This design comes from an exercise in tuning for small area on the open sky130 flow, not from production work.
Where RTL was checked, it was by simulation tests only, not by an equivalence proof against the original.
No functional check of the RTL was part of runs 3 and 4.
Power figures rest on the tool's default switching activity, not on a simulated workload.

[flow/config.mk]
export PLATFORM = sky130hd
export DESIGN_NAME = IExecute
export DESIGN_NICKNAME = IExecute
export VERILOG_FILES = /design/flow/design.v
export SDC_FILE = /design/flow/constraint.sdc
export NUM_CORES = 4
export LEC_CHECK = 0
export CAP_MARGIN = 20
export CORE_MARGIN = 2
export CORE_UTILIZATION = 40
export GPL_TIMING_DRIVEN = 0
export SLEW_MARGIN = 20
export SYNTH_HIERARCHICAL = 1
export SYNTH_MINIMUM_KEEP_SIZE = 0
[flow/constraint.sdc]
create_clock -name core_clock -period 12.0 [get_ports {i_clk}]
set_input_delay 2.4000 -clock core_clock [delete_from_list [all_inputs] [get_ports {i_clk}]]
set_output_delay 2.4000 -clock core_clock [all_outputs]
set_load 0.01 [all_outputs]
[flow/design.v]
`timescale 1ns / 1ps
module ex_aoi222 (input a1, a2, b1, b2, c1, c2, output y);
   assign y = ~((a1 & a2) | (b1 & b2) | (c1 & c2));
endmodule
module ex_aoi21 (input a1, a2, b1, output y);
   assign y = ~((a1 & a2) | b1);
endmodule
module ex_xor2 (input a, b, output y);
   assign y = a ^ b;
endmodule
module ex_xnor2 (input a, b, output y);
   assign y = ~(a ^ b);
endmodule
module ex_nor2 (input a, b, output y);
   assign y = ~(a | b);
endmodule
module ex_or2 (input a, b, output y);
   assign y = a | b;
endmodule
module ex_nand2 (input a, b, output y);
   assign y = ~(a & b);
endmodule
module ex_nand3 (input a, b, c, output y);
   assign y = ~(a & b & c);
endmodule
module ex_bsel (input nfb, ext, src, output nb);
   assign nb = ~(src ? ext : ~nfb);
endmodule
module ex_ldh (input d, ld, q, hold, output y);
   assign y = (d & ld) | (q & hold);
endmodule
module ex_aoi22 (input a1, a2, b1, b2, output y);
   assign y = ~((a1 & a2) | (b1 & b2));
endmodule
module ex_ao22 (input a1, a2, b1, b2, output y);
   assign y = (a1 & a2) | (b1 & b2);
endmodule
module ex_and2 (input a, b, output y);
   assign y = a & b;
endmodule
module ex_shr (input [31:0] x, input [4:0] s, input [4:0] ns, output [31:0] y);
   wire [31:0] y0, y1, y2, y3;
   genvar i;
   generate for (i = 0; i < 32; i = i + 1) begin : g
      if (i + 1 < 32) begin : f0
         ex_ao22 u (.a1(x[i]), .a2(ns[0]), .b1(x[i+1]), .b2(s[0]), .y(y0[i]));
      end else begin : z0
         ex_and2 u (.a(x[i]), .b(ns[0]), .y(y0[i]));
      end
      if (i + 2 < 32) begin : f1
         ex_aoi22 u (.a1(y0[i]), .a2(ns[1]), .b1(y0[i+2]), .b2(s[1]), .y(y1[i]));
      end else begin : z1
         ex_nand2 u (.a(y0[i]), .b(ns[1]), .y(y1[i]));
      end
      if (i + 4 < 32) begin : f2
         ex_aoi22 u (.a1(y1[i]), .a2(ns[2]), .b1(y1[i+4]), .b2(s[2]), .y(y2[i]));
      end else begin : z2
         ex_nor2 u (.a(y1[i]), .b(s[2]), .y(y2[i]));
      end
      if (i + 8 < 32) begin : f3
         ex_aoi22 u (.a1(y2[i]), .a2(ns[3]), .b1(y2[i+8]), .b2(s[3]), .y(y3[i]));
      end else begin : z3
         ex_nand2 u (.a(y2[i]), .b(ns[3]), .y(y3[i]));
      end
      if (i + 16 < 32) begin : f4
         ex_aoi22 u (.a1(y3[i]), .a2(ns[4]), .b1(y3[i+16]), .b2(s[4]), .y(y[i]));
      end else begin : z4
         ex_nor2 u (.a(y3[i]), .b(s[4]), .y(y[i]));
      end
   end endgenerate
endmodule
module IExecute #(
   parameter N_BITS = 32,
   parameter N_BITS_REG = 5,
   parameter N_OPCODE = 6
)
(  input i_clk, i_reset,
   input  i_exec_mode,
   input  i_step,
   input [1:0] i_aluOP,
   input i_aluSrc,
   input [N_BITS-1:0] i_datoLeido1,
   input [N_BITS-1:0] i_datoLeido2,
   input [N_BITS-1:0] i_datoExtSigno,
   input [N_BITS-1:0] i_instruccion,
   input [N_BITS_REG-1:0] i_rt_id,
   input [N_BITS_REG-1:0] i_rd_id,
   input [N_BITS_REG-1:0] i_rt_OR_rd,
   input [N_BITS_REG-1:0] i_rd_EX_MEM,
   input [N_BITS_REG-1:0] i_rd_MEM_WB,
   input [N_BITS_REG-1:0] i_rs_id,
   input [N_BITS-1:0] i_wbData,
   input [N_BITS-1:0] i_memData,
   input i_memToReg,
   input i_regWrite_EX_MEM,
   input i_regWrite_MEM_WB,
   input [1:0] i_branch,
   input i_memWrite,
   input [1:0]i_memRead,
   input i_regWrite,
   input i_halt,
   output reg [N_BITS-1:0] o_instruccion,
   output reg  o_ceroSignal,
   output reg  [N_BITS-1:0] o_aluResult,
   output reg [N_BITS-1:0] o_datoLeido2,
   output reg [N_BITS_REG-1:0] o_rd_data,
   output reg [N_BITS_REG-1:0] o_rt_OR_rd,
   output reg o_memToReg,
   output reg [1:0] o_branch,
   output reg o_memWrite,
   output reg o_memRead,
   output reg o_regWrite,
   output reg o_halt
);
   genvar i;
   wire en   = ~i_exec_mode | i_step;
   wire ld   = en & ~i_reset;
   wire hold = ~en & ~i_reset;
   wire nld  = ~ld;
   wire exA = i_regWrite_EX_MEM & (|i_rd_EX_MEM) & (i_rd_EX_MEM == i_rs_id);
   wire wbA = i_regWrite_MEM_WB & (|i_rd_MEM_WB) & (i_rd_MEM_WB == i_rs_id) & ~exA;
   wire exB = i_regWrite_EX_MEM & (|i_rd_EX_MEM) & (i_rd_EX_MEM == i_rt_id);
   wire wbB = i_regWrite_MEM_WB & (|i_rd_MEM_WB) & (i_rd_MEM_WB == i_rt_id) & ~exB;
   wire rfA = ~exA & ~wbA;
   wire exBg = exB & ld;
   wire wbBg = wbB & ld;
   wire rfBg = ~exB & ~wbB & ld;
   wire [5:0] op = i_instruccion[31:26];
   wire [5:0] fn = i_instruccion[5:0];
   wire o00 = (i_aluOP == 2'b00);
   wire o10 = (i_aluOP == 2'b10);
   wire o11 = (i_aluOP == 2'b11);
   wire d_add8  = o00 & (op == 6'b100000 | op == 6'b100100);
   wire d_add16 = o00 & (op == 6'b100001 | op == 6'b100011 | op == 6'b100101);
   wire d_add   = (o00 & op == 6'b100111) | (o10 & (fn == 6'b100001 | fn == 6'b000000)) |
                  (o11 & op == 6'b001000);
   wire d_and   = (o00 & (op == 6'b101000 | op == 6'b101001 | op == 6'b101011)) |
                  (o10 & fn == 6'b100100) | (o11 & op == 6'b001100);
   wire d_or    = (o10 & fn == 6'b100101) | (o11 & op == 6'b001101);
   wire d_nor   = (o10 & fn == 6'b100111);
   wire d_xor   = (o10 & fn == 6'b100110) | (o11 & op == 6'b001110);
   wire d_srA   = (o10 & fn == 6'b000011);                         
   wire d_sl    = (o10 & fn == 6'b000100);                         
   wire d_srB   = (o10 & (fn == 6'b000110 | fn == 6'b000111));     
   wire d_sub   = (o10 & (fn == 6'b100011 | fn == 6'b100010));
   wire d_slt   = (o10 & fn == 6'b101010) | (o11 & op == 6'b001010);
   wire d_lui   = (o11 & op == 6'b001111);                         
   wire inv = d_sub | d_slt;
   wire [31:0] nA, nFB, nB, nBx;
   generate for (i = 0; i < 32; i = i + 1) begin : g_opnd
      ex_aoi222 u_a (.a1(exA), .a2(i_memData[i]), .b1(wbA), .b2(i_wbData[i]),
                     .c1(rfA), .c2(i_datoLeido1[i]), .y(nA[i]));
      ex_aoi222 u_b (.a1(exBg), .a2(i_memData[i]), .b1(wbBg), .b2(i_wbData[i]),
                     .c1(rfBg), .c2(i_datoLeido2[i]), .y(nFB[i]));
      ex_bsel   u_s (.nfb(nFB[i]), .ext(i_datoExtSigno[i]), .src(i_aluSrc), .nb(nB[i]));
      ex_xor2   u_x (.a(nB[i]), .b(inv), .y(nBx[i]));
   end endgenerate
   wire [32:0] cc;
   wire [31:0] s, p, g, nt;
   assign cc[0] = inv;
   generate for (i = 0; i < 32; i = i + 1) begin : g_add
      ex_xor2 u_p (.a(nA[i]), .b(nBx[i]), .y(p[i]));
      ex_nor2 u_g (.a(nA[i]), .b(nBx[i]), .y(g[i]));
      ex_nor2 u_t (.a(p[i]), .b(g[i]), .y(nt[i]));
      if (i % 2 == 0) begin : g_e
         ex_aoi21 u_c (.a1(p[i]), .a2(cc[i]), .b1(g[i]), .y(cc[i+1]));
         ex_xor2  u_s (.a(p[i]), .b(cc[i]), .y(s[i]));
      end else begin : g_o
         wire ng;
         ex_or2   u_n (.a(nA[i]), .b(nBx[i]), .y(ng));
         ex_aoi21 u_c (.a1(ng), .a2(cc[i]), .b1(nt[i]), .y(cc[i+1]));
         ex_xnor2 u_s (.a(p[i]), .b(cc[i]), .y(s[i]));
      end
   end endgenerate
   wire lt = ~cc[32];    
   wire [31:0] X, Y;
   wire selA = d_srA;
   wire selB = ~d_srA & d_srB;
   wire selR = ~d_srA & ~d_srB;
   generate for (i = 0; i < 32; i = i + 1) begin : g_shin
      ex_aoi222 u_x (.a1(selA), .a2(nA[i]), .b1(selB), .b2(nB[i]),
                     .c1(selR), .c2(nB[31-i]), .y(X[i]));
   end endgenerate
   wire [31:0] Av = ~nA;
   wire [31:0] Bv = ~nB;
   wire [4:0]  amt = d_srA ? Bv[4:0] : (d_lui ? 5'd16 : Av[4:0]);
   wire        big = d_srA ? (|Bv[31:5]) : (~d_lui & (|Av[31:5]));
   ex_shr u_shr (.x(X), .s(amt), .ns(~amt), .y(Y));
   wire g_s8  = ld & (d_add8 | d_add16 | d_add | d_sub);
   wire g_s16 = ld & (d_add16 | d_add | d_sub);
   wire g_s32 = ld & (d_add | d_sub);
   wire g_t11 = ld & (d_and | d_or);
   wire g_t01 = ld & (d_or | d_xor);
   wire g_t00 = ld & d_nor;
   wire g_sr  = ld & (d_srA | d_srB) & ~big;
   wire g_sl  = ld & (d_sl & ~big | d_lui);
   wire g_lt  = ld & d_slt & lt;
   wire [31:0] rn;
   generate for (i = 0; i < 32; i = i + 1) begin : g_res
      wire ms = (i < 8) ? g_s8 : (i < 16) ? g_s16 : g_s32;
      wire m1, m2, hq;
      ex_aoi222 u_m1 (.a1(s[i]), .a2(ms), .b1(g[i]), .b2(g_t11), .c1(p[i]), .c2(g_t01), .y(m1));
      ex_aoi222 u_m2 (.a1(nt[i]), .a2(g_t00), .b1(Y[i]), .b2(g_sr), .c1(Y[31-i]), .c2(g_sl), .y(m2));
      if (i == 0) begin : g_b0
         wire hl;
         assign hl = ~((o_aluResult[0] & hold) | g_lt);
         ex_nand3 u_r (.a(m1), .b(m2), .c(hl), .y(rn[i]));
      end else begin : g_bn
         ex_nand2 u_h (.a(o_aluResult[i]), .b(hold), .y(hq));
         ex_nand3 u_r (.a(m1), .b(m2), .c(hq), .y(rn[i]));
      end
   end endgenerate
   wire [31:0] d2n, insn;
   wire [4:0] rdn, rtrdn;
   wire [1:0] brn;
   wire m2rn, mwn, mrn, rwn, hn;
   generate for (i = 0; i < 32; i = i + 1) begin : g_reg32
      wire hq;
      ex_nand2 u_dh (.a(o_datoLeido2[i]), .b(hold), .y(hq));
      ex_nand2 u_d2 (.a(nFB[i]), .b(hq), .y(d2n[i]));
      ex_ldh  u_in (.d(i_instruccion[i]), .ld(ld), .q(o_instruccion[i]), .hold(nld), .y(insn[i]));
   end endgenerate
   generate for (i = 0; i < 5; i = i + 1) begin : g_reg5
      ex_ldh u_rd (.d(i_rd_id[i]), .ld(ld), .q(o_rd_data[i]), .hold(hold), .y(rdn[i]));
      ex_ldh u_rr (.d(i_rt_OR_rd[i]), .ld(ld), .q(o_rt_OR_rd[i]), .hold(hold), .y(rtrdn[i]));
   end endgenerate
   generate for (i = 0; i < 2; i = i + 1) begin : g_reg2
      ex_ldh u_br (.d(i_branch[i]), .ld(ld), .q(o_branch[i]), .hold(hold), .y(brn[i]));
   end endgenerate
   ex_ldh u_m2r (.d(i_memToReg),  .ld(ld), .q(o_memToReg), .hold(hold), .y(m2rn));
   ex_ldh u_mw  (.d(i_memWrite),  .ld(ld), .q(o_memWrite), .hold(hold), .y(mwn));
   ex_ldh u_mr  (.d(i_memRead[0]), .ld(ld), .q(o_memRead), .hold(hold), .y(mrn));
   ex_ldh u_rw  (.d(i_regWrite),  .ld(ld), .q(o_regWrite), .hold(hold), .y(rwn));
   ex_ldh u_hl  (.d(i_halt),      .ld(ld), .q(o_halt),     .hold(nld),  .y(hn));
   wire zn = (ld & ~(|rn)) | (hold & o_ceroSignal);
   always @(posedge i_clk) begin
      o_aluResult   <= rn;
      o_ceroSignal  <= zn;
      o_datoLeido2  <= d2n;
      o_rd_data     <= rdn;
      o_rt_OR_rd    <= rtrdn;
      o_branch      <= brn;
      o_memToReg    <= m2rn;
      o_memWrite    <= mwn;
      o_memRead     <= mrn;
      o_regWrite    <= rwn;
      o_instruccion <= insn;
      o_halt        <= hn;
   end
endmodule
[flow/flow/run.sh]
#!/bin/bash
# Layout flow: the standard flow (standard.sh) with two changes:
#  - synthesis is the standard flow's own script (synth_recipe.tcl), except that Yosys's
#    abc call uses an area-oriented mapping script (flow/abc_area.script);
#  - buffer_ports inserts buf_1 cells as the port buffers;
#  - clock tree synthesis uses small clock buffers and no dummy loads.
# Each tool's output is in the ORFS logs; make's output is in standard.log.
set -euo pipefail
HERE=$(pwd)
cat > "$HERE/my_synth.tcl" <<EOF
proc abc {args} {
  set i [lsearch -exact \$args -script]
  if {\$i >= 0} { lset args [expr {\$i+1}] $HERE/flow/abc_area.script }
  puts "abc with area script: \$args"
  yosys abc {*}\$args
}
source $HERE/synth_recipe.tcl
EOF
export BUFFER_PORTS_ARGS="-buffer_cell sky130_fd_sc_hd__buf_1"
# CTS as ORFS runs it, with small clock buffers and no dummy balancing loads
export CTS_ARGS="-sink_clustering_enable -repair_clock_nets -dont_use_dummy_load -buf_list {sky130_fd_sc_hd__clkbuf_2 sky130_fd_sc_hd__clkbuf_4 sky130_fd_sc_hd__clkbuf_8}"
bash standard.sh SYNTH_SCRIPT="$HERE/my_synth.tcl" finish > standard.log 2>&1
[flow/flow/abc_area.script]
strash; &get -n; &st; &dch; &nf -a; &put
[flow/standard.sh]
#!/bin/bash
# synth_recipe.tcl (not shown) runs the flow's synth.tcl, then flattens the netlist and writes it again
# the make line also repeats each setting of config.mk as NAME=value (left out here)
make -C /OpenROAD-flow-scripts/flow DESIGN_CONFIG=/design/flow/config.mk WORK_HOME=/design/flow/orfs CLKGATE_MAP_FILE= SYNTH_SCRIPT=/design/flow/synth_recipe.tcl "${@:-finish}"
==> results of run 1 <==
sequential cells by signal (all words and copies together) (netlist names), 2 cells and up:
| signal | count |
|---|---|
| o_aluResult | 32 |
| o_branch | 2 |
| o_datoLeido2 | 32 |
| o_instruccion | 32 |
| o_rd_data | 5 |
| o_rt_OR_rd | 5 |
cell usage in the layout, fill, tap and decap left out, types with 3 or more instances in the layout:
cell      instances
nand4_1          19
nor4_1            9
a21oi_1          49
clkbuf_8         17
buf_1           350
a22oi_1          98
nor3_1            3
xor2_2            4
clkinv_1          8
nand3_1          39
nor2b_1           3
a21oi_2          19
or2_0            16
buf_12            4
a222oi_1        160
xnor2_1          30
o22ai_2           3
nand2_1         113
or4_1             6
nor2b_4           3
xor2_1           82
nor2_1          121
buf_16            5
buf_4            12
buf_2             4
buf_8             4
a22o_1           80
dfxtp_1         114
nor2_4            5
modules after synthesis, one instance, submodules excluded, a selection:
module	times used	cells inside	cell area [um^2]	flip-flops and latches
IExecute	1	251	3140	114
ex_and2	1	1	6.26	0
ex_aoi21	32	1	5.00	0
ex_aoi22	98	1	7.51	0
ex_bsel	32	2	8.76	0
ex_xnor2	16	1	8.76	0
worst max path at each step:
stage | from | to | slack, ns | depth (start not counted)
3_5_place_dp | i_step | o_ceroSignal$_DFF_P_ | -1.43 | 48
4_1_cts | i_rd_MEM_WB[0] | o_ceroSignal$_DFF_P_ | 0.04 | 47
6_report | i_rd_MEM_WB[0] | o_ceroSignal$_DFF_P_ | 0.62 | 45
5_1_grt | i_rd_MEM_WB[0] | o_ceroSignal$_DFF_P_ | -0.03 | 47
3_3_place_gp | i_step | o_ceroSignal$_DFF_P_ | -3.60 | 48
2_1_floorplan | i_step | o_ceroSignal$_DFF_P_ | 0.004 | 47
what timing repair did:
item                                    4_1_cts  5_1_grt
endpoints found under the setup margin        2        4
gates resized for setup                      10       21
gates cloned                                  0        1
pin swaps                                     2        6
setup buffers                                 2        7
per-layer routing:
| metal | vias to the layer above | share of wire |
|---|---|---|
| met5 | - | 0 |
| met4 | 0 | 0.036 |
| met3 | 72 | 0.084 |
| met2 | 654 | 0.48 |
| met1 | 5291 | 0.40 |
| li1 | 5120 | - |
kinds of logic after synthesis:
| group | count (synthesis) |
|---|---|
| AOI/OAI and AO/OA | 425 |
| xor gates and xnor gates | 116 |
| buffers and inverters | 9 |
| DFF | 114 |
| muxes | 1 |
| and+or+nand+nor | 354 |
where the power goes:
part,switching [mW],internal (mW)
clock,0.147,0.124
sequential,0.0139,0.407
combinational,0.271,0.160
final cells by class:
| class | instances | area [um^2] | area share |
|---|---|---|---|
| diodes | 1 | 2.50 | 0.000227 |
| clock buffers | 17 | 234 | 0.0212 |
| inverters | 9 | 46.3 | 0.00419 |
| multi-input cells | 897 | 6410 | 0.580 |
| flip-flops and latches | 114 | 2280 | 0.207 |
| well taps | 275 | 344 | 0.0311 |
| repair buffers | 382 | 1730 | 0.157 |
cell usage after synthesis:
cell / n / share of area
a222oi_1: 160 / 0.19
nor2_1: 126 / 0.056
dfxtp_1: 114 / 0.27
nand2_1: 114 / 0.051
a22oi_1: 98 / 0.087
xor2_1: 86 / 0.089
a22o_1: 80 / 0.083
a21oi_1: 70 / 0.042
nand3_1: 39 / 0.023
xnor2_1: 30 / 0.031
nand4_1: 19 / 0.014
or2_0: 16 / 0.012
nor4_1: 11 / 0.0082
clkinv_1: 9 / 0.0040
nor2b_1: 6 / 0.0044
or4_1: 6 / 0.0053
nor3_1: 5 / 0.0030
o22ai_1: 4 / 0.0030
nand2b_1: 3 / 0.0022
o21ai_0: 3 / 0.0018
and2_0: 2 / 0.0015
nor4b_1: 2 / 0.0021
o32ai_1: 2 / 0.0021
a21o_1: 1 / 0.00089
a31oi_1: 1 / 0.00074
a41o_1: 1 / 0.0012
and3_1: 1 / 0.00074
mux2_1: 1 / 0.0013
nand3b_1: 1 / 0.00089
nor3b_1: 1 / 0.00089
nor4bb_1: 1 / 0.0012
o21a_1: 1 / 0.00089
o221a_1: 1 / 0.0013
o221ai_1: 1 / 0.0010
o31a_1: 1 / 0.0010
o31ai_1: 1 / 0.00089
or4b_1: 1 / 0.0012
critical path: cells and delay by family:
family                 cells  cell delay [ns]
AND/OR/NAND/NOR            8             1.96
XOR/XNOR                   3             0.73
buffers and inverters      3             0.52
AO/OA/AOI/OAI             31             6.09
metrics by stage:
step / hold slack, ns / std cells / setup TNS (ns) / cell area [um^2]
after detailed placement: 0.431 / 1665 / -2.50 / 10600
after global routing: 0.463 / 1695 / -0.0289 / 11000
after global placement: 0.428 / 1645 / -36.04 / 10100
after CTS: 0.444 / 1684 / 0 / 10900
final: 0.442 / 1695 / 0 / 11000
after floorplan: 0.472 / 1019 / 0 / 8450
==> impl_metrics.ini, run 1 <==
[logic_synthesis]
synth-simple-area-share = 0.187
syn_area_mm2 = 0.00844
synthCells = 1019
yosysSeqAreaShare = 0.270
synthAdderAreaFrac = 0
synthMuxAreaShare = 0.00133
synth.avg_cell_area_um2 = 8.28
ys_ff_latch = 114
ys_types = 37
yosysWarnings = 7
syn-num-nets = 1258
synth_top_family_by_area = compound AO/OA/AOI/OAI gates
synth_xor_area_frac = 0.120
synth_compound_area_frac = 0.416

[global_routing]
grt_pass1_vias = 10049
gr-total-overflow = 0
use_met1 = 0.400
gr-usage-met3 = 0.0550
track_usage = 0.324
use_met2 = 0.559
top_usage_layer = met2
grt_pass1_wl_um = 56100
grt_max_degree = 53
antenna_found_initial = 1

[worst_setup_path]
reg2reg_from = o_aluResult[13]$_DFF_P_
cpMaxStageDelayCell = or4_1
worstPathRequired_ns = 12.35
startpoint_type = input pin
arrival_ns = 11.73
r2r_slack_ns = 10.32
crit_path_end_kind = register
r2r_cells = 5
cp_max_fo = 25
r2r-end = o_ceroSignal$_DFF_P_
crit_top_cell = a21oi_2
critical_path.max_stage_delay_ns = 0.60
crit_type = in2reg

[placed_design]
pre_cts_ws_ns = -1.43
io_buffers = 351
dp_hpwl_um = 29600
place.gp.congestion = 0.973

[clocking]
cts_buffer_depth = 2
cts.sinks = 114
path_clk_slew_ns = 0.06
cts-root-buf = clkbuf_8
cts_tree = built
htree_levels = 4
hold_buffers = 0
cts_buffers = 17
clock_latency_ns = 0.44

[power_and_ir_drop]
powerDensity_mw_per_mm2 = 102
p_total_mw = 1.12
p_leak_nw = 4.01
ir_drop_mv = 0.0561

[timing]
hold_viol_final = 0
slew_headroom = 0.190
worst_pin_slew_ns = 1.21
layout_min_cycle_time_ns = 11.38
setup_viol = 0
fin_worst_skew_ns = 0.00863
fmax_ghz = 0.0879
finalMaxSlewViolations = 0
fin_ws_ns = 0.623
period_share = 0.948

[hold_path]
hold_depth = 2
worstHoldStart = o_datoLeido2[7]$_DFF_P_
hold_path.class = reg2reg
holdPathEnd = o_datoLeido2[7]$_DFF_P_

[route]
finalWirelength_um = 38300
wire_per_inst_um = 22.6
via_count = 11137
drc = 0
antenna_left = 0
drt_pre_antenna_iters = 15
avgViaCountPerCell = 6.57
first_iter_violations = 1601

[final_layout]
num-nets-final = 1660
final_core_util = 0.529
area_growth_pct = 30.9
fill_cells = 2161
drive_gt1_frac = 0.0684

[floorplanning]
fp.dieArea_mm2 = 0.0223
ios = 353
start_util = 0.404
die_h_um = 149
core_mm2 = 0.0209
num_rows = 53
dieWidth_um = 149

[flow_run]
maxCapViolations = 0

[status]
status = timing/DRC/antenna clean
==> run 2: changes to the inputs <==
--- a/flow/design.v
+++ b/flow/design.v
@@ -29,45 +29,11 @@
 module ex_ldh (input d, ld, q, hold, output y);
    assign y = (d & ld) | (q & hold);
 endmodule
-module ex_aoi22 (input a1, a2, b1, b2, output y);
-   assign y = ~((a1 & a2) | (b1 & b2));
-endmodule
-module ex_ao22 (input a1, a2, b1, b2, output y);
-   assign y = (a1 & a2) | (b1 & b2);
-endmodule
-module ex_and2 (input a, b, output y);
-   assign y = a & b;
-endmodule
-module ex_shr (input [31:0] x, input [4:0] s, input [4:0] ns, output [31:0] y);
-   wire [31:0] y0, y1, y2, y3;
-   genvar i;
-   generate for (i = 0; i < 32; i = i + 1) begin : g
-      if (i + 1 < 32) begin : f0
-         ex_ao22 u (.a1(x[i]), .a2(ns[0]), .b1(x[i+1]), .b2(s[0]), .y(y0[i]));
-      end else begin : z0
-         ex_and2 u (.a(x[i]), .b(ns[0]), .y(y0[i]));
-      end
-      if (i + 2 < 32) begin : f1
-         ex_aoi22 u (.a1(y0[i]), .a2(ns[1]), .b1(y0[i+2]), .b2(s[1]), .y(y1[i]));
-      end else begin : z1
-         ex_nand2 u (.a(y0[i]), .b(ns[1]), .y(y1[i]));
-      end
-      if (i + 4 < 32) begin : f2
-         ex_aoi22 u (.a1(y1[i]), .a2(ns[2]), .b1(y1[i+4]), .b2(s[2]), .y(y2[i]));
-      end else begin : z2
-         ex_nor2 u (.a(y1[i]), .b(s[2]), .y(y2[i]));
-      end
-      if (i + 8 < 32) begin : f3
-         ex_aoi22 u (.a1(y2[i]), .a2(ns[3]), .b1(y2[i+8]), .b2(s[3]), .y(y3[i]));
-      end else begin : z3
-         ex_nand2 u (.a(y2[i]), .b(ns[3]), .y(y3[i]));
-      end
-      if (i + 16 < 32) begin : f4
-         ex_aoi22 u (.a1(y3[i]), .a2(ns[4]), .b1(y3[i+16]), .b2(s[4]), .y(y[i]));
-      end else begin : z4
-         ex_nor2 u (.a(y3[i]), .b(s[4]), .y(y[i]));
-      end
-   end endgenerate
+module ex_nldh (input nd, q, hold, output y);
+   assign y = ~(nd & ~(q & hold));
+endmodule
+module ex_shr (input [31:0] x, input [4:0] amt, output [31:0] y);
+   assign y = x >> amt;
 endmodule
 module IExecute #(
    parameter N_BITS = 32,
@@ -185,7 +151,7 @@
    wire [31:0] Bv = ~nB;
    wire [4:0]  amt = d_srA ? Bv[4:0] : (d_lui ? 5'd16 : Av[4:0]);
    wire        big = d_srA ? (|Bv[31:5]) : (~d_lui & (|Av[31:5]));
-   ex_shr u_shr (.x(X), .s(amt), .ns(~amt), .y(Y));
+   ex_shr u_shr (.x(X), .amt(amt), .y(Y));
    wire g_s8  = ld & (d_add8 | d_add16 | d_add | d_sub);
    wire g_s16 = ld & (d_add16 | d_add | d_sub);
    wire g_s32 = ld & (d_add | d_sub);
@@ -215,9 +181,7 @@
    wire [1:0] brn;
    wire m2rn, mwn, mrn, rwn, hn;
    generate for (i = 0; i < 32; i = i + 1) begin : g_reg32
-      wire hq;
-      ex_nand2 u_dh (.a(o_datoLeido2[i]), .b(hold), .y(hq));
-      ex_nand2 u_d2 (.a(nFB[i]), .b(hq), .y(d2n[i]));
+      ex_nldh u_d2 (.nd(nFB[i]), .q(o_datoLeido2[i]), .hold(hold), .y(d2n[i]));
       ex_ldh  u_in (.d(i_instruccion[i]), .ld(ld), .q(o_instruccion[i]), .hold(nld), .y(insn[i]));
    end endgenerate
    generate for (i = 0; i < 5; i = i + 1) begin : g_reg5
==> flow/flow/run.sh (replaced) <==
#!/bin/bash
# Layout flow: the standard flow (standard.sh) with two changes:
#  - synthesis is the standard flow's own script (synth_recipe.tcl), except that Yosys's
#    abc call uses an area-oriented mapping script (flow/abc_area.script);
#  - buffer_ports inserts buf_1 cells as the port buffers.
# Each tool's output is in the ORFS logs; make's output is in standard.log.
set -euo pipefail
HERE=$(pwd)
cat > "$HERE/my_synth.tcl" <<EOF
proc abc {args} {
  set i [lsearch -exact \$args -script]
  if {\$i >= 0} { lset args [expr {\$i+1}] $HERE/flow/abc_area.script }
  puts "abc with area script: \$args"
  yosys abc {*}\$args
}
source $HERE/synth_recipe.tcl
EOF
export BUFFER_PORTS_ARGS="-buffer_cell sky130_fd_sc_hd__buf_1"
bash standard.sh SYNTH_SCRIPT="$HERE/my_synth.tcl" finish > standard.log 2>&1
--- a/flow/config.mk
+++ b/flow/config.mk
@@ -8,7 +8,6 @@
 export CAP_MARGIN = 20
 export CORE_MARGIN = 2
 export CORE_UTILIZATION = 40
-export GPL_TIMING_DRIVEN = 0
 export SLEW_MARGIN = 20
 export SYNTH_HIERARCHICAL = 1
 export SYNTH_MINIMUM_KEEP_SIZE = 0
==> impl_metrics.ini, run 2 <==
[final_layout]
drive_gt1_frac = 0.107
num-nets-final = 1630
fill_cells = 2177
most-common-layout-cells = 350 x buf_1, 160 x a222oi_1, 121 x nor2_1, 114 x dfxtp_1, 85 x xor2_1
fin_cells = 1685
final_common_cell = buf_1
area_growth_pct = 31.4
reg.largest.list = o_aluResult x32, o_datoLeido2 x32, o_instruccion x32

[timing]
layout_min_cycle_time_ns = 11.13
worst_pin_slew_ns = 1.20
fmax_ghz = 0.0899
holdWs_ns = 0.452
setup_tns_ns = 0
hold_viol_final = 0
period_share = 0.927
setup_viol = 0
finalMaxSlewViolations = 0
fin_worst_skew_ns = 0.00815
slew_headroom = 0.202

[floorplanning]
start_util = 0.408
dieWidth_um = 153
fp.dieArea_mm2 = 0.0236
ios = 353
die_h_um = 153
core_mm2 = 0.0219
num_rows = 54

[placed_design]
dp.cells = 1648
place.gp.congestion = 0.985
dp_hpwl_um = 29400
io_buffers = 351

[worst_setup_path]
startpoint_type = input pin
crit_type = in2reg
crit_top_cell = a21oi_1
critical_path.max_stage_delay_ns = 0.57
cpMaxStageDelayCell = or4_1
cp_max_fo = 5
arrival_ns = 11.50
crit_path_end_kind = register
worstPathRequired_ns = 12.37

[clocking]
cts_buffer_depth = 2
cts_buffers = 17
htree_levels = 4
hold_buffers = 0
cts-root-buf = clkbuf_16
path_clk_slew_ns = 0.06
cts.sinks = 114
clock_latency_ns = 0.43
cts_tree = built

[route]
drt_pre_antenna_iters = 11
drc = 0
first_iter_violations = 1568
via_count = 10876
antenna_left = 0
finalWirelength_um = 38200
avgViaCountPerCell = 6.45
wire_per_inst_um = 22.7

[logic_synthesis]
netlist.area_leader.share = 0.255
yosysWarnings = 7
ys_async_sr_fraction = 0
synth_top_flop_cell = dfxtp_1
synthTopCellsByArea = dfxtp_1 26%, a222oi_1 18%, mux4_2 8.6%
ys_ff_latch = 114
synthCells = 970
yosys-top-cells-count = 160 x a222oi_1, 125 x nor2_1, 114 x dfxtp_1, 86 x xor2_1, 76 x a21oi_1
ys_types = 44
yosysSeqAreaShare = 0.255
yosysMostFrequentCell = a222oi_1
syn-num-nets = 1209
yosys.area.top_type = dfxtp_1
synth.avg_cell_area_um2 = 9.21
syn_area_mm2 = 0.00894
synth_edf_count = 0

[flow_run]
maxCapViolations = 0

[power_and_ir_drop]
ir_drop_mv = 0.0844
powerDensity_mw_per_mm2 = 119
p_leak_nw = 4.41
p_total_mw = 1.40

[hold_path]
hold_path.class = reg2reg

[global_routing]
antenna_found_initial = 2
grt_max_degree = 52
gr-total-overflow = 0
track_usage = 0.310
grt_pass1_wl_um = 57700
grt_pass1_vias = 10433

[status]
status = timing/DRC/antenna clean
-- run 2: cell type report --
cell class                      instances  area [um^2]  area share
Multi-Input combinational cell        845         6780       0.578
Timing Repair Buffer                  402         1690       0.144
Clock buffer                           17          425      0.0362
Tap cell                              280          350      0.0298
Antenna cell                            1         2.50    0.000213
Sequential cell                       114         2280       0.194
Inverter                               11         42.5     0.00362
Clock inverter                         15          163      0.0139
-- run 2: final timing paths --
path                          end  cells after the start                    start  slack (ns)
max          o_ceroSignal$_DFF_P_                     48           i_rd_MEM_WB[1]        0.87
min reg2reg  o_ceroSignal$_DFF_P_                      1     o_ceroSignal$_DFF_P_        0.45
max reg2reg  o_ceroSignal$_DFF_P_                      6  o_aluResult[12]$_DFF_P_       10.18
min          o_ceroSignal$_DFF_P_                      1     o_ceroSignal$_DFF_P_        0.45
-- run 2: repair_timing --
action	in CTS	in global routing
resized for setup	0	13
endpoints found under the setup margin	0	2
buffers inserted	0	2
-- run 2: metal layers --
layer  share of wire  GRT usage  vias to the layer above
met5         0.00031          0                        -
met4           0.052      0.159                        2
met3           0.077     0.0476                      107
met2            0.48      0.538                      619
met1            0.39      0.371                     5150
li1                -          -                     4998
-- run 2: kinds of logic after synthesis --
kind of cell           synth area share
AO/OA/AOI/OAI                     0.339
XOR/XNOR                          0.114
buffers and inverters           0.00462
flip-flops                        0.255
multiplexers                      0.126
AND/OR/NAND/NOR                   0.162
-- run 2: stage by stage --
step,area (um^2),util,setup slack [ns]
6_report,11700,0.536,0.873
5_1_grt,11700,0.536,-0.0568
4_1_cts,11700,0.532,0.435
3_5_place_dp,11100,0.505,0.0624
3_3_place_gp,11100,0.505,0.230
2_1_floorplan,8950,-,0.394
-- run 2: per-module statistics from Yosys (local to each module, per instance), excerpt --
module,area [um^2],flops+latches
IExecute,3130,114
ex_aoi21,5.00,0
ex_aoi222,10.0,0
ex_bsel,8.76,0
ex_ldh,8.76,0
ex_nand2,3.75,0
ex_nldh,10.0,0
ex_nor2,3.75,0
ex_or2,6.26,0
ex_shr,1550,0
ex_xnor2,8.76,0
ex_xor2,8.76,0
-- run 2: critical path: cells and delay by family --
family          cells  cell delay, ns
compound gates     36            6.54
simple gates        8            1.85
buf+inv             1            0.21
xor+xnor            3            0.47
-- run 2: where the power goes --
group          internal, mW  switching [mW]
combinational         0.182           0.267
clock                 0.295           0.230
sequential            0.407          0.0147
total                 0.884           0.512
==> run 3: changes to the inputs <==
--- a/flow/design.v
+++ b/flow/design.v
@@ -14,8 +14,8 @@
 module ex_nor2 (input a, b, output y);
    assign y = ~(a | b);
 endmodule
-module ex_or2 (input a, b, output y);
-   assign y = a | b;
+module ex_inv (input a, output y);
+   assign y = ~a;
 endmodule
 module ex_nand2 (input a, b, output y);
    assign y = ~(a & b);
@@ -29,11 +29,37 @@
 module ex_ldh (input d, ld, q, hold, output y);
    assign y = (d & ld) | (q & hold);
 endmodule
-module ex_nldh (input nd, q, hold, output y);
-   assign y = ~(nd & ~(q & hold));
-endmodule
-module ex_shr (input [31:0] x, input [4:0] amt, output [31:0] y);
-   assign y = x >> amt;
+module ex_aoi22 (input a1, a2, b1, b2, output y);
+   assign y = ~((a1 & a2) | (b1 & b2));
+endmodule
+module ex_nand4 (input a, b, c, d, output y);
+   assign y = ~(a & b & c & d);
+endmodule
+module ex_shr (input [31:0] x, input [3:0] s, input [3:0] ns, output [31:0] z);
+   wire [31:0] y0, y1, y2;
+   genvar i;
+   generate for (i = 0; i < 32; i = i + 1) begin : g
+      if (i + 1 < 32) begin : f0
+         ex_aoi22 u (.a1(x[i]), .a2(ns[0]), .b1(x[i+1]), .b2(s[0]), .y(y0[i]));
+      end else begin : z0
+         ex_nand2 u (.a(x[i]), .b(ns[0]), .y(y0[i]));
+      end
+      if (i + 2 < 32) begin : f1
+         ex_aoi22 u (.a1(y0[i]), .a2(ns[1]), .b1(y0[i+2]), .b2(s[1]), .y(y1[i]));
+      end else begin : z1
+         ex_nor2 u (.a(y0[i]), .b(s[1]), .y(y1[i]));
+      end
+      if (i + 4 < 32) begin : f2
+         ex_aoi22 u (.a1(y1[i]), .a2(ns[2]), .b1(y1[i+4]), .b2(s[2]), .y(y2[i]));
+      end else begin : z2
+         ex_nand2 u (.a(y1[i]), .b(ns[2]), .y(y2[i]));
+      end
+      if (i + 8 < 32) begin : f3
+         ex_aoi22 u (.a1(y2[i]), .a2(ns[3]), .b1(y2[i+8]), .b2(s[3]), .y(z[i]));
+      end else begin : z3
+         ex_nor2 u (.a(y2[i]), .b(s[3]), .y(z[i]));
+      end
+   end endgenerate
 endmodule
 module IExecute #(
    parameter N_BITS = 32,
@@ -133,13 +159,13 @@
          ex_xor2  u_s (.a(p[i]), .b(cc[i]), .y(s[i]));
       end else begin : g_o
          wire ng;
-         ex_or2   u_n (.a(nA[i]), .b(nBx[i]), .y(ng));
+         ex_inv   u_n (.a(g[i]), .y(ng));
          ex_aoi21 u_c (.a1(ng), .a2(cc[i]), .b1(nt[i]), .y(cc[i+1]));
          ex_xnor2 u_s (.a(p[i]), .b(cc[i]), .y(s[i]));
       end
    end endgenerate
    wire lt = ~cc[32];    
-   wire [31:0] X, Y;
+   wire [31:0] X, Z;    
    wire selA = d_srA;
    wire selB = ~d_srA & d_srB;
    wire selR = ~d_srA & ~d_srB;
@@ -151,7 +177,7 @@
    wire [31:0] Bv = ~nB;
    wire [4:0]  amt = d_srA ? Bv[4:0] : (d_lui ? 5'd16 : Av[4:0]);
    wire        big = d_srA ? (|Bv[31:5]) : (~d_lui & (|Av[31:5]));
-   ex_shr u_shr (.x(X), .amt(amt), .y(Y));
+   ex_shr u_shr (.x(X), .s(amt[3:0]), .ns(~amt[3:0]), .z(Z));
    wire g_s8  = ld & (d_add8 | d_add16 | d_add | d_sub);
    wire g_s16 = ld & (d_add16 | d_add | d_sub);
    wire g_s32 = ld & (d_add | d_sub);
@@ -160,20 +186,27 @@
    wire g_t00 = ld & d_nor;
    wire g_sr  = ld & (d_srA | d_srB) & ~big;
    wire g_sl  = ld & (d_sl & ~big | d_lui);
-   wire g_lt  = ld & d_slt & lt;
+   wire g_srL = g_sr & ~amt[4];
+   wire g_srH = g_sr & amt[4];
+   wire g_slL = g_sl & ~amt[4];
+   wire g_slH = g_sl & amt[4];
+   wire nlt   = ~(ld & d_slt & lt);
    wire [31:0] rn;
    generate for (i = 0; i < 32; i = i + 1) begin : g_res
       wire ms = (i < 8) ? g_s8 : (i < 16) ? g_s16 : g_s32;
-      wire m1, m2, hq;
+      wire m1, m2, m3;
       ex_aoi222 u_m1 (.a1(s[i]), .a2(ms), .b1(g[i]), .b2(g_t11), .c1(p[i]), .c2(g_t01), .y(m1));
-      ex_aoi222 u_m2 (.a1(nt[i]), .a2(g_t00), .b1(Y[i]), .b2(g_sr), .c1(Y[31-i]), .c2(g_sl), .y(m2));
+      if (i < 16) begin : g_lo
+         ex_aoi222 u_m2 (.a1(nt[i]), .a2(g_t00), .b1(Z[i]), .b2(g_srL), .c1(Z[i+16]), .c2(g_srH), .y(m2));
+         ex_aoi22  u_m3 (.a1(Z[31-i]), .a2(g_slL), .b1(o_aluResult[i]), .b2(hold), .y(m3));
+      end else begin : g_hi
+         ex_aoi222 u_m2 (.a1(nt[i]), .a2(g_t00), .b1(Z[i]), .b2(g_srL), .c1(Z[31-i]), .c2(g_slL), .y(m2));
+         ex_aoi22  u_m3 (.a1(Z[47-i]), .a2(g_slH), .b1(o_aluResult[i]), .b2(hold), .y(m3));
+      end
       if (i == 0) begin : g_b0
-         wire hl;
-         assign hl = ~((o_aluResult[0] & hold) | g_lt);
-         ex_nand3 u_r (.a(m1), .b(m2), .c(hl), .y(rn[i]));
+         ex_nand4 u_r (.a(m1), .b(m2), .c(m3), .d(nlt), .y(rn[i]));
       end else begin : g_bn
-         ex_nand2 u_h (.a(o_aluResult[i]), .b(hold), .y(hq));
-         ex_nand3 u_r (.a(m1), .b(m2), .c(hq), .y(rn[i]));
+         ex_nand3 u_r (.a(m1), .b(m2), .c(m3), .y(rn[i]));
       end
    end endgenerate
    wire [31:0] d2n, insn;
@@ -181,7 +214,9 @@
    wire [1:0] brn;
    wire m2rn, mwn, mrn, rwn, hn;
    generate for (i = 0; i < 32; i = i + 1) begin : g_reg32
-      ex_nldh u_d2 (.nd(nFB[i]), .q(o_datoLeido2[i]), .hold(hold), .y(d2n[i]));
+      wire hq;
+      ex_nand2 u_dh (.a(o_datoLeido2[i]), .b(hold), .y(hq));
+      ex_nand2 u_d2 (.a(nFB[i]), .b(hq), .y(d2n[i]));
       ex_ldh  u_in (.d(i_instruccion[i]), .ld(ld), .q(o_instruccion[i]), .hold(nld), .y(insn[i]));
    end endgenerate
    generate for (i = 0; i < 5; i = i + 1) begin : g_reg5
--- a/flow/flow/run.sh
+++ b/flow/flow/run.sh
@@ -2,7 +2,8 @@
 # Layout flow: the standard flow (standard.sh) with two changes:
 #  - synthesis is the standard flow's own script (synth_recipe.tcl), except that Yosys's
 #    abc call uses an area-oriented mapping script (flow/abc_area.script);
-#  - buffer_ports inserts buf_1 cells as the port buffers.
+#  - buffer_ports inserts buf_1 cells as the port buffers;
+#  - clock tree synthesis uses small clock buffers and no dummy loads.
 # Each tool's output is in the ORFS logs; make's output is in standard.log.
 set -euo pipefail
 HERE=$(pwd)
@@ -16,4 +17,6 @@
 source $HERE/synth_recipe.tcl
 EOF
 export BUFFER_PORTS_ARGS="-buffer_cell sky130_fd_sc_hd__buf_1"
+# CTS as ORFS runs it, with small clock buffers and no dummy balancing loads
+export CTS_ARGS="-sink_clustering_enable -repair_clock_nets -dont_use_dummy_load -buf_list {sky130_fd_sc_hd__clkbuf_4 sky130_fd_sc_hd__clkbuf_8}"
 bash standard.sh SYNTH_SCRIPT="$HERE/my_synth.tcl" finish > standard.log 2>&1
--- a/flow/config.mk
+++ b/flow/config.mk
@@ -7,7 +7,8 @@
 export LEC_CHECK = 0
 export CAP_MARGIN = 20
 export CORE_MARGIN = 2
-export CORE_UTILIZATION = 40
+export CORE_UTILIZATION = 60
+export PLACE_DENSITY = 0.75
 export SLEW_MARGIN = 20
 export SYNTH_HIERARCHICAL = 1
 export SYNTH_MINIMUM_KEEP_SIZE = 0
==> impl_metrics.ini, run 3 <==
[status]
status = timing/DRC/antenna clean

[clocking]
cts_tree = built
cts-root-buf = clkbuf_8
htree_levels = 4
cts_buffers = 17
clock_latency_ns = 0.45
path_clk_slew_ns = 0.05
cts_buffer_depth = 2
cts.sinks = 114

[global_routing]
antenna_found_initial = 1
track_usage = 0.452
gr-total-overflow = 0
grt_max_degree = 82
grt_pass1_wl_um = 52700
grt_pass1_vias = 10040

[timing]
worst_pin_slew_ns = 1.15
slew_headroom = 0.234
finalMaxSlewViolations = 0
layout_min_cycle_time_ns = 11.27
holdWs_ns = 0.442
fmax_ghz = 0.0887
setup_tns_ns = 0
fin_worst_skew_ns = 0.0197
fin_ws_ns = 0.732
setup_viol = 0
hold_viol_final = 0
period_share = 0.939

[floorplanning]
start_util = 0.609
core_mm2 = 0.0137
die_h_um = 122
num_rows = 43
dieWidth_um = 122
ios = 353
fp.dieArea_mm2 = 0.0149

[final_layout]
fin_area_mm2 = 0.0106
drive_gt1_frac = 0.0646
num-nets-final = 1649
final_common_cell = buf_1
fill_cells = 1041
fin_cells = 1589
area_growth_pct = 26.5
final_core_util = 0.771
most-common-layout-cells = 350 x buf_1, 160 x a222oi_1, 146 x a22oi_1, 117 x nor2_1, 114 x dfxtp_1
reg.largest.list = o_aluResult x32, o_datoLeido2 x32, o_instruccion x32

[logic_synthesis]
synth_top_flop_cell = dfxtp_1
yosys.area.top_type = dfxtp_1
ys_ff_latch = 114
yosysWarnings = 7
syn_area_mm2 = 0.00836
yosys-top-cells-count = 160 x a222oi_1, 146 x a22oi_1, 123 x nor2_1, 114 x dfxtp_1, 87 x xor2_1
yosysSeqAreaShare = 0.273
ys_types = 35
synth_edf_count = 0
yosysMostFrequentCell = a222oi_1
ys_async_sr_fraction = 0
synthCells = 998
synthTopCellsByArea = dfxtp_1 27%, a222oi_1 19%, a22oi_1 13%
synth.avg_cell_area_um2 = 8.38
syn-num-nets = 1237
netlist.area_leader.share = 0.273

[hold_path]
hold_path.class = reg2reg

[worst_setup_path]
worstPathRequired_ns = 12.37
cpMaxStageDelayCell = or4_4
critical_path.max_stage_delay_ns = 0.62
crit_path_end_kind = register
crit_top_cell = a21oi_2
arrival_ns = 11.64
startpoint_type = input pin
crit_type = in2reg
cp_max_fo = 6

[route]
drc = 0
first_iter_violations = 2861
wire_per_inst_um = 22.7
avgViaCountPerCell = 7.23
via_count = 11492
drt_pre_antenna_iters = 14
finalWirelength_um = 36100
antenna_left = 0

[placed_design]
dp_hpwl_um = 27600
dp.cells = 1570
detailed_place.area_mm2 = 0.0103
place.gp.congestion = 1.08
pre_cts_ws_ns = -0.265
io_buffers = 351

[power_and_ir_drop]
ir_drop_mv = 0.0980
p_leak_nw = 3.86
p_total_mw = 1.10
powerDensity_mw_per_mm2 = 104

[flow_run]
maxCapViolations = 0
==> run 3: cell types whose count changed in the layout (fill, tap and decap cells not counted), sizes merged, moves of 18 or more <==
cell   delta
or2      -20
mux2i    -18
mux4     -34
a22oi   +140
a21bo    -32
nand2    +31
==> run 3: timing repair <==
item | in CTS | in global routing
buffers inserted | 0 | 1
hold endpoints to repair | 0 | 0
endpoints found under the setup margin | 0 | 3
resized for setup | 0 | 19
hold buffers | 0 | 0
==> run 3: final timing paths <==
check / start / endpoint / slack, ns / cells after the start
max reg2reg: o_aluResult[13]$_DFF_P_ / o_ceroSignal$_DFF_P_ / 10.33 / 6
max: i_rd_MEM_WB[3] / o_ceroSignal$_DFF_P_ / 0.73 / 49
min: o_datoLeido2[5]$_DFF_P_ / o_datoLeido2[5]$_DFF_P_ / 0.44 / 2
min reg2reg: o_datoLeido2[5]$_DFF_P_ / o_datoLeido2[5]$_DFF_P_ / 0.44 / 2
==> run 3: cells by family after synthesis <==
logic type	synth area share
xor+xnor	0.122
simple gates	0.167
compound gates	0.428
buf+inv	0.00988
flops	0.273
==> run 3: area by class of cell <==
cell class / count / area (um^2) / share of cell area
clock buffer: 17 / 234 / 0.0221
antenna: 1 / 2.50 / 0.000237
tap: 180 / 225 / 0.0213
timing repair buffer: 393 / 1630 / 0.154
inverter: 22 / 83.8 / 0.00793
multi-input combinational: 862 / 6120 / 0.578
sequential: 114 / 2280 / 0.216
==> run 3: metal layers <==
metal  part of all wire  GRT usage
met3               0.15      0.125
met5                  0          0
met1               0.37      0.587
met2               0.43      0.683
met4              0.056      0.234
==> run 3: modules after synthesis (local to each module, per instance), a selection <==
module     flops+latches  cells
ex_aoi21               0      1
ex_aoi22               0      1
ex_inv                 0      1
ex_nand4               0      1
ex_xnor2               0      1
ex_aoi222              0      1
IExecute             114    261
ex_ldh                 0      1
ex_nand3               0      1
ex_nor2                0      1
ex_nand2               0      1
ex_xor2                0      1
ex_bsel                0      2
==> run 3: critical path: cells and delay by family <==
family / cells / cell delay, ns
AO/OA/AOI/OAI: 36 / 6.33
AND/OR/NAND/NOR: 8 / 1.88
XOR/XNOR: 3 / 0.67
buffers and inverters: 2 / 0.35
==> run 3: power breakdown <==
| part | switching (mW) | total, mW | internal [mW] |
|---|---|---|---|
| Combinational | 0.268 | 0.418 | 0.150 |
| Sequential | 0.0157 | 0.423 | 0.408 |
| Clock | 0.135 | 0.258 | 0.124 |
| Total | 0.418 | 1.10 | 0.681 |
==> run 4: changes to the inputs <==
--- a/flow/config.mk
+++ b/flow/config.mk
@@ -7,8 +7,7 @@
 export LEC_CHECK = 0
 export CAP_MARGIN = 20
 export CORE_MARGIN = 2
-export CORE_UTILIZATION = 60
-export PLACE_DENSITY = 0.75
+export CORE_UTILIZATION = 45
 export SLEW_MARGIN = 20
 export SYNTH_HIERARCHICAL = 1
 export SYNTH_MINIMUM_KEEP_SIZE = 0
==> impl_metrics.ini, run 4 <==
[status]
status = timing/DRC/antenna clean

[route]
finalWirelength_um = 37600
drc = 0
first_iter_violations = 2235
antenna_left = 0
via_count = 11063
avgViaCountPerCell = 6.66
drt_pre_antenna_iters = 10
wire_per_inst_um = 22.6

[flow_run]
maxCapViolations = 0

[placed_design]
io_buffers = 351
dp_hpwl_um = 29000
place.gp.congestion = 0.951
detailed_place.area_mm2 = 0.0104
dp.cells = 1637

[logic_synthesis]
synth-simple-area-share = 0.167
synthAdderAreaFrac = 0
yosys-top-cells-count = 160 x a222oi_1, 146 x a22oi_1, 123 x nor2_1, 114 x dfxtp_1, 87 x xor2_1
synth_xor_area_frac = 0.122
yosysSeqAreaShare = 0.273
synthTopCellsByArea = dfxtp_1 27%, a222oi_1 19%, a22oi_1 13%
syn_area_mm2 = 0.00836
ys_async_sr_fraction = 0
synthCells = 998
synth_top_family_by_area = compound AO/OA/AOI/OAI gates
netlist.area_leader.share = 0.273
synth_compound_area_frac = 0.428
yosys.area.top_type = dfxtp_1
ys_ff_latch = 114
synth.avg_cell_area_um2 = 8.38
ys_types = 35
syn-num-nets = 1237
yosysMostFrequentCell = a222oi_1
synth_edf_count = 0
synthMuxAreaShare = 0
yosysWarnings = 7
synth_top_flop_cell = dfxtp_1

[clocking]
cts_buffer_depth = 2
cts-root-buf = clkbuf_8
cts.sinks = 114
cts_tree = built
cts_setup_buffers = 0
cts_buffers = 17
path_clk_slew_ns = 0.05
htree_levels = 4
clock_latency_ns = 0.43

[floorplanning]
dieWidth_um = 140
die_h_um = 140
fp.dieArea_mm2 = 0.0197
core_mm2 = 0.0181
num_rows = 49
start_util = 0.462
ios = 353

[worst_setup_path]
cpMaxStageDelayCell = or4_4
r2r-end = o_ceroSignal$_DFF_P_
startpoint_type = input pin
path_delay_family = compound AO/OA/AOI/OAI gates
crit_path_end_kind = register
r2r_slack_ns = 10.22
worstPathRequired_ns = 12.37
crit_top_cell = a21oi_1
r2r_cells = 6
crit_type = in2reg
worst-path-stages = 48
path_buf_inv = 1
critical_path.max_stage_delay_ns = 0.62
cp_max_fo = 3
arrival_ns = 11.51
reg2reg_from = o_aluResult[17]$_DFF_P_

[global_routing]
grt_pass1_vias = 9898
gr-total-overflow = 0
grt_max_degree = 82
antenna_found_initial = 4
grt_pass1_wl_um = 55800
track_usage = 0.360

[final_layout]
fill_cells = 1847
fin_area_mm2 = 0.0108
reg.largest.list = o_aluResult x32, o_datoLeido2 x32, o_instruccion x32
most-common-layout-cells = 350 x buf_1, 160 x a222oi_1, 146 x a22oi_1, 118 x nor2_1, 114 x dfxtp_1
drive_gt1_frac = 0.0709
seq_area_mm2 = 0.00228
area_growth_pct = 28.6
num-nets-final = 1666
final_common_cell = buf_1
multi_input_area_mm2 = 0.00609
final_core_util = 0.595
fin_cells = 1661

[timing]
setup_viol = 0
slew_headroom = 0.195
worst_pin_slew_ns = 1.21
fin_worst_skew_ns = 0.0112
period_share = 0.928
fmax_ghz = 0.0898
rsz0062_at_grt = no
hold_viol_final = 0
finalMaxSlewViolations = 0
layout_min_cycle_time_ns = 11.14

[hold_path]
hold_depth = 2
holdPathEnd = o_datoLeido2[15]$_DFF_P_
hold_path.class = reg2reg
worstHoldStart = o_datoLeido2[15]$_DFF_P_

[power_and_ir_drop]
ir_drop_mv = 0.0819
powerDensity_mw_per_mm2 = 103
p_leak_nw = 3.94
## run 4: cell types whose count changed in the layout (fill, tap and decap cells not counted)
cell / change
diode_2: +6
nor2_4: -1
a21oi_1: +7
a21oi_2: -7
nor4_2: +1
nor2_1: +1
buf_4: +17
nor4_1: -1
## run 4: cell families (layout without fill, tap and decap cells)
family	Yosys count	after routing
flops	114	114
buf+inv	22	449
compound gates	439	439
xor+xnor	116	116
other cells	0	7
simple gates	307	307
## run 4: per-module statistics from Yosys, one instance, submodules excluded, a selection
module	flip-flops and latches	cell area, um^2	times used
ex_nor2	0	3.75	74
ex_aoi22	0	7.51	145
IExecute	114	3200	1
ex_bsel	0	8.76	32
ex_xnor2	0	8.76	16
ex_nand4	0	6.26	1
ex_inv	0	3.75	16
ex_aoi21	0	5.00	32
ex_aoi222	0	10.0	160
ex_xor2	0	8.76	80
ex_nand3	0	5.00	31
ex_ldh	0	8.76	49
ex_nand2	0	3.75	69
## run 4: area by class of cell
cell class,instances,share of cell area
diodes,7,0.00163
clock buffers,17,0.0218
inverters,22,0.00780
multi-input cells,862,0.566
flip-flops and latches,114,0.212
well taps,229,0.0266
repair buffers,410,0.164
## run 4: worst max-delay path by stage
stage                   start                   end  slack, ns
2_1_floorplan          i_step  o_ceroSignal$_DFF_P_       0.49
3_5_place_dp   i_rd_EX_MEM[1]  o_ceroSignal$_DFF_P_      -0.02
5_1_grt        i_rd_EX_MEM[1]  o_ceroSignal$_DFF_P_     0.0001
3_3_place_gp   i_rd_EX_MEM[0]  o_ceroSignal$_DFF_P_       0.19
4_1_cts        i_rd_EX_MEM[1]  o_ceroSignal$_DFF_P_       0.39
6_report       i_rd_EX_MEM[1]  o_ceroSignal$_DFF_P_       0.86
## run 4: repair_timing
item                       4_1_cts  5_1_grt
gates resized for setup          0       13
hold buffers                     0        0
setup endpoints to repair        0        1
## run 4: tightest hold or removal path: stages (launching register included)
cell and delay (ns):
dfxtp_1 0.32, nand2_1 0.05, nand2_1 0.04
## run 4: where the power goes
group          total, mW  switching, mW  internal (mW)
Sequential         0.422         0.0149          0.407
Combinational      0.425          0.269          0.157
Clock              0.263          0.139          0.124
## run 4: per-stage QoR
step	total power, mW	setup TNS [ns]	hold WS (ns)	setup slack (ns)
2_1_floorplan	0.679	0	0.472	0.487
4_1_cts	1.10	0	0.446	0.391
5_1_grt	1.16	0	0.460	0.000147
3_5_place_dp	0.837	-0.0178	0.430	-0.0178
6_report	1.11	0	0.443	0.861
3_3_place_gp	0.833	0	0.427	0.194
## run 4: metal layers
metal  share of wire  up-vias  global-route usage
met1            0.42     5119               0.496
met5               0        -                   0
met2            0.43      746               0.535
li1                -     5114                   -
met4           0.038        0               0.162
met3            0.11       84              0.0848
==> run 5: changes to the inputs <==
--- a/flow/design.v
+++ b/flow/design.v
@@ -31,6 +31,9 @@
 endmodule
 module ex_aoi22 (input a1, a2, b1, b2, output y);
    assign y = ~((a1 & a2) | (b1 & b2));
+endmodule
+module ex_nor4 (input a, b, c, d, output y);
+   assign y = ~(a | b | c | d);
 endmodule
 module ex_nand4 (input a, b, c, d, output y);
    assign y = ~(a & b & c & d);
@@ -231,7 +234,15 @@
    ex_ldh u_mr  (.d(i_memRead[0]), .ld(ld), .q(o_memRead), .hold(hold), .y(mrn));
    ex_ldh u_rw  (.d(i_regWrite),  .ld(ld), .q(o_regWrite), .hold(hold), .y(rwn));
    ex_ldh u_hl  (.d(i_halt),      .ld(ld), .q(o_halt),     .hold(nld),  .y(hn));
-   wire zn = (ld & ~(|rn)) | (hold & o_ceroSignal);
+   wire z_lo = ld & ~(|rn[23:0]);
+   wire z_a, z_b, z_c, z_n, z_h;
+   ex_nor4  u_za (.a(rn[24]), .b(rn[25]), .c(rn[26]), .d(rn[27]), .y(z_a));
+   ex_nor2  u_zb (.a(rn[28]), .b(rn[29]), .y(z_b));
+   ex_nor2  u_zc (.a(rn[30]), .b(rn[31]), .y(z_c));
+   ex_nand4 u_zn (.a(z_lo), .b(z_a), .c(z_b), .d(z_c), .y(z_n));
+   ex_nand2 u_zh (.a(o_ceroSignal), .b(hold), .y(z_h));
+   wire zn;
+   ex_nand2 u_zo (.a(z_n), .b(z_h), .y(zn));
    always @(posedge i_clk) begin
       o_aluResult   <= rn;
       o_ceroSignal  <= zn;
--- a/flow/flow/run.sh
+++ b/flow/flow/run.sh
@@ -3,7 +3,8 @@
 #  - synthesis is the standard flow's own script (synth_recipe.tcl), except that Yosys's
 #    abc call uses an area-oriented mapping script (flow/abc_area.script);
 #  - buffer_ports inserts buf_1 cells as the port buffers;
-#  - clock tree synthesis uses small clock buffers and no dummy loads.
+#  - clock tree synthesis uses small clock buffers and no dummy loads;
+#  - timing-driven placement does not keep the buffers of its trial repairs.
 # Each tool's output is in the ORFS logs; make's output is in standard.log.
 set -euo pipefail
 HERE=$(pwd)
@@ -17,6 +18,8 @@
 source $HERE/synth_recipe.tcl
 EOF
 export BUFFER_PORTS_ARGS="-buffer_cell sky130_fd_sc_hd__buf_1"
+# timing-driven global placement, without keeping its resizer's buffers
+export GPL_KEEP_OVERFLOW=0
 # CTS as ORFS runs it, with small clock buffers and no dummy balancing loads
 export CTS_ARGS="-sink_clustering_enable -repair_clock_nets -dont_use_dummy_load -buf_list {sky130_fd_sc_hd__clkbuf_4 sky130_fd_sc_hd__clkbuf_8}"
 bash standard.sh SYNTH_SCRIPT="$HERE/my_synth.tcl" finish > standard.log 2>&1
==> impl_metrics.ini, run 5 <==
[clocking]
clock_latency_ns = 0.45
hold_buffers = 0
path_clk_slew_ns = 0.06
htree_levels = 4
cts-root-buf = clkbuf_8
cts_buffer_depth = 2
cts_tree = built
cts.sinks = 114
cts_buffers = 17

[worst_setup_path]
crit_path_end_kind = register
crit_type = in2reg
worstPathRequired_ns = 12.37
startpoint_type = input pin
critical_path.max_stage_delay_ns = 0.62
cp_max_fo = 14
reg2reg_from = o_aluResult[20]$_DFF_P_
arrival_ns = 11.83
r2r-end = o_ceroSignal$_DFF_P_
crit_top_cell = a21oi_1
r2r_slack_ns = 10.03
cpMaxStageDelayCell = or4_4
r2r_cells = 7

[logic_synthesis]
ys_async_sr_fraction = 0
yosysSeqAreaShare = 0.272
synth.avg_cell_area_um2 = 8.36
ys_types = 34
yosysWarnings = 7
yosys.area.top_type = dfxtp_1
yosysMostFrequentCell = a222oi_1
ys_ff_latch = 114
synth_edf_count = 0
synth_top_flop_cell = dfxtp_1
syn-num-nets = 1242
syn_area_mm2 = 0.00838
synthTopCellsByArea = dfxtp_1 27%, a222oi_1 19%, a22oi_1 13%
yosys-top-cells-count = 160 x a222oi_1, 145 x a22oi_1, 125 x nor2_1, 114 x dfxtp_1, 87 x xor2_1
synthCells = 1003
netlist.area_leader.share = 0.272

[power_and_ir_drop]
p_leak_nw = 3.81
p_total_mw = 1.10
ir_drop_mv = 0.0893
powerDensity_mw_per_mm2 = 103

[placed_design]
place.gp.congestion = 0.974
io_buffers = 351
detailed_place.area_mm2 = 0.0103
dp_hpwl_um = 28200

[hold_path]
holdPathEnd = o_datoLeido2[23]$_DFF_P_
hold_depth = 2
hold_path.class = reg2reg
worstHoldStart = o_datoLeido2[23]$_DFF_P_

[global_routing]
antenna_found_initial = 0
grt_max_degree = 56
grt_pass1_vias = 10173
gr-total-overflow = 0
track_usage = 0.365
grt_pass1_wl_um = 56800

[timing]
fin_worst_skew_ns = 0.0166
layout_min_cycle_time_ns = 11.45
worst_pin_slew_ns = 1.20
hold_viol_final = 0
finalMaxSlewViolations = 0
slew_headroom = 0.197
fmax_ghz = 0.0873
setup_viol = 0
period_share = 0.954

[final_layout]
final_common_cell = buf_1
fin_area_mm2 = 0.0107
drive_gt1_frac = 0.0575
num-nets-final = 1633
fill_cells = 1781
most-common-layout-cells = 350 x buf_1, 160 x a222oi_1, 145 x a22oi_1, 117 x nor2_1, 114 x dfxtp_1
area_growth_pct = 27.7
multi_input_area_mm2 = 0.00624
reg.largest.list = o_aluResult x32, o_datoLeido2 x32, o_instruccion x32
seq_area_mm2 = 0.00228
antennaDiodeCount = 0

[route]
finalWirelength_um = 37900
first_iter_violations = 2064
via_count = 11184
drc = 0
avgViaCountPerCell = 6.90
antenna_left = 0
wire_per_inst_um = 23.4
drt_pre_antenna_iters = 15

[floorplanning]
ios = 353
num_rows = 49
start_util = 0.462
fp.dieArea_mm2 = 0.0197
core_mm2 = 0.0181
die_h_um = 141
dieWidth_um = 141

[flow_run]
maxCapViolations = 0

[status]
status = timing/DRC/antenna clean
[run 5: Yosys stat by module (local to each module, per instance), excerpt]
module,cells inside,times used
ex_ldh,1,49
ex_xnor2,1,16
ex_aoi22,1,145
ex_nor4,1,1
ex_nand3,1,31
ex_nor2,1,76
[run 5: final cells by class]
| type | count | area share |
|---|---|---|
| sequential | 114 | 0.213 |
| clock buffer | 17 | 0.0219 |
| multi-input combinational | 870 | 0.583 |
| timing repair buffer | 369 | 0.147 |
| inverter | 22 | 0.00842 |
| tap | 229 | 0.0268 |
[run 5: what timing repair did]
item / 4_1_cts / 5_1_grt
setup buffers: 2 / 2
gates resized for setup: 8 / 18
pin swaps: 2 / 3
endpoints found under the setup margin: 4 / 4
cloned: 2 / 1
[run 5: cells by family after synthesis]
group | synth area share
buf+inv | 0.00985
flops | 0.272
simple gates | 0.171
xor+xnor | 0.121
compound gates | 0.426
[run 5: worst max path at each step]
stage,startpoint,end,slack [ns]
3_3_place_gp,i_step,o_ceroSignal$_DFF_P_,-3.00
4_1_cts,i_rd_EX_MEM[2],o_ceroSignal$_DFF_P_,0.008
6_report,i_rd_EX_MEM[3],o_ceroSignal$_DFF_P_,0.55
3_5_place_dp,i_step,o_ceroSignal$_DFF_P_,-1.26
5_1_grt,i_rd_MEM_WB[2],o_ceroSignal$_DFF_P_,-0.04
2_1_floorplan,i_step,o_ceroSignal$_DFF_P_,0.07
[run 5: worst max-delay path: cells and delay by family]
kind | cells | cell delay (ns)
AO/OA/AOI/OAI | 32 | 5.93
AND/OR/NAND/NOR | 13 | 2.55
XOR/XNOR | 2 | 0.55
buffers and inverters | 2 | 0.36
[run 5: stage by stage]
stage               TNS (ns)   util  hold WS (ns)  setup WS, ns  instances
finish                     0  0.590         0.441         0.548       1621
global placement      -20.62  0.551         0.427         -3.00       1583
floorplan                  0      -         0.472        0.0675       1003
detailed placement     -3.36  0.569         0.430         -1.26       1597
CTS                        0  0.585         0.443       0.00775       1618
global route         -0.0428  0.590         0.458       -0.0428       1621
[run 5: routing by layer]
layer  GRT usage  share of wire  up-vias
met5           0              0        -
met4       0.169          0.050        0
met3      0.0807           0.11      115
met2       0.588           0.45      771
met1       0.467           0.39     5239
li1            -              -     5059
[run 5: where the power goes]
group / switching [mW] / leakage, nW / internal [mW]
Combinational: 0.273 / 2.75 / 0.146
Clock: 0.138 / 0.122 / 0.124
Sequential: 0.0147 / 0.942 / 0.407

==> afterwards: timing with drivers on the ports <==
How much do the figures lean on ideal ports? The routed layouts below were timed once more, with nothing changed but the port constraints. Step 1, drivers: a clkbuf_16 drives i_clk and a buf_2 each remaining input, both assumed. Step 2 moves the port delays by t, midway between the first and last clock arrival at a register: inputs arrive t later, outputs are due t later. That takes back most of the time a late clock gives input paths. Three values: no drivers, after step 1, after step 2; two values: the first two.
| run | t (ns) | setup WS [ns] | clock arrival spread, ns | worst data-port slew with drivers (ns) | pins driven straight from the clock port |
|---|---|---|---|---|---|
| run 1 | 0.483 | 0.623 / 0.630 / 0.147 | 0.036 / 0.036 | 0.10 | 1 |
| run 2 | 0.476 | 0.873 / 0.899 / 0.423 | 0.014 / 0.015 | 0.08 | 1 |
| run 3 | 0.477 | 0.732 / 0.747 / 0.270 | 0.025 / 0.025 | 0.09 | 1 |
| run 4 | 0.473 | 0.861 / 0.874 / 0.401 | 0.020 / 0.019 | 0.11 | 1 |
| run 5 | 0.470 | 0.548 / 0.566 / 0.096 | 0.036 / 0.036 | 0.08 | 1 |
After both steps every run listed still meets setup and hold. The setup slack of run 1, which loses most, moves by +0.007 ns with the drivers and by -0.476 ns with both steps.
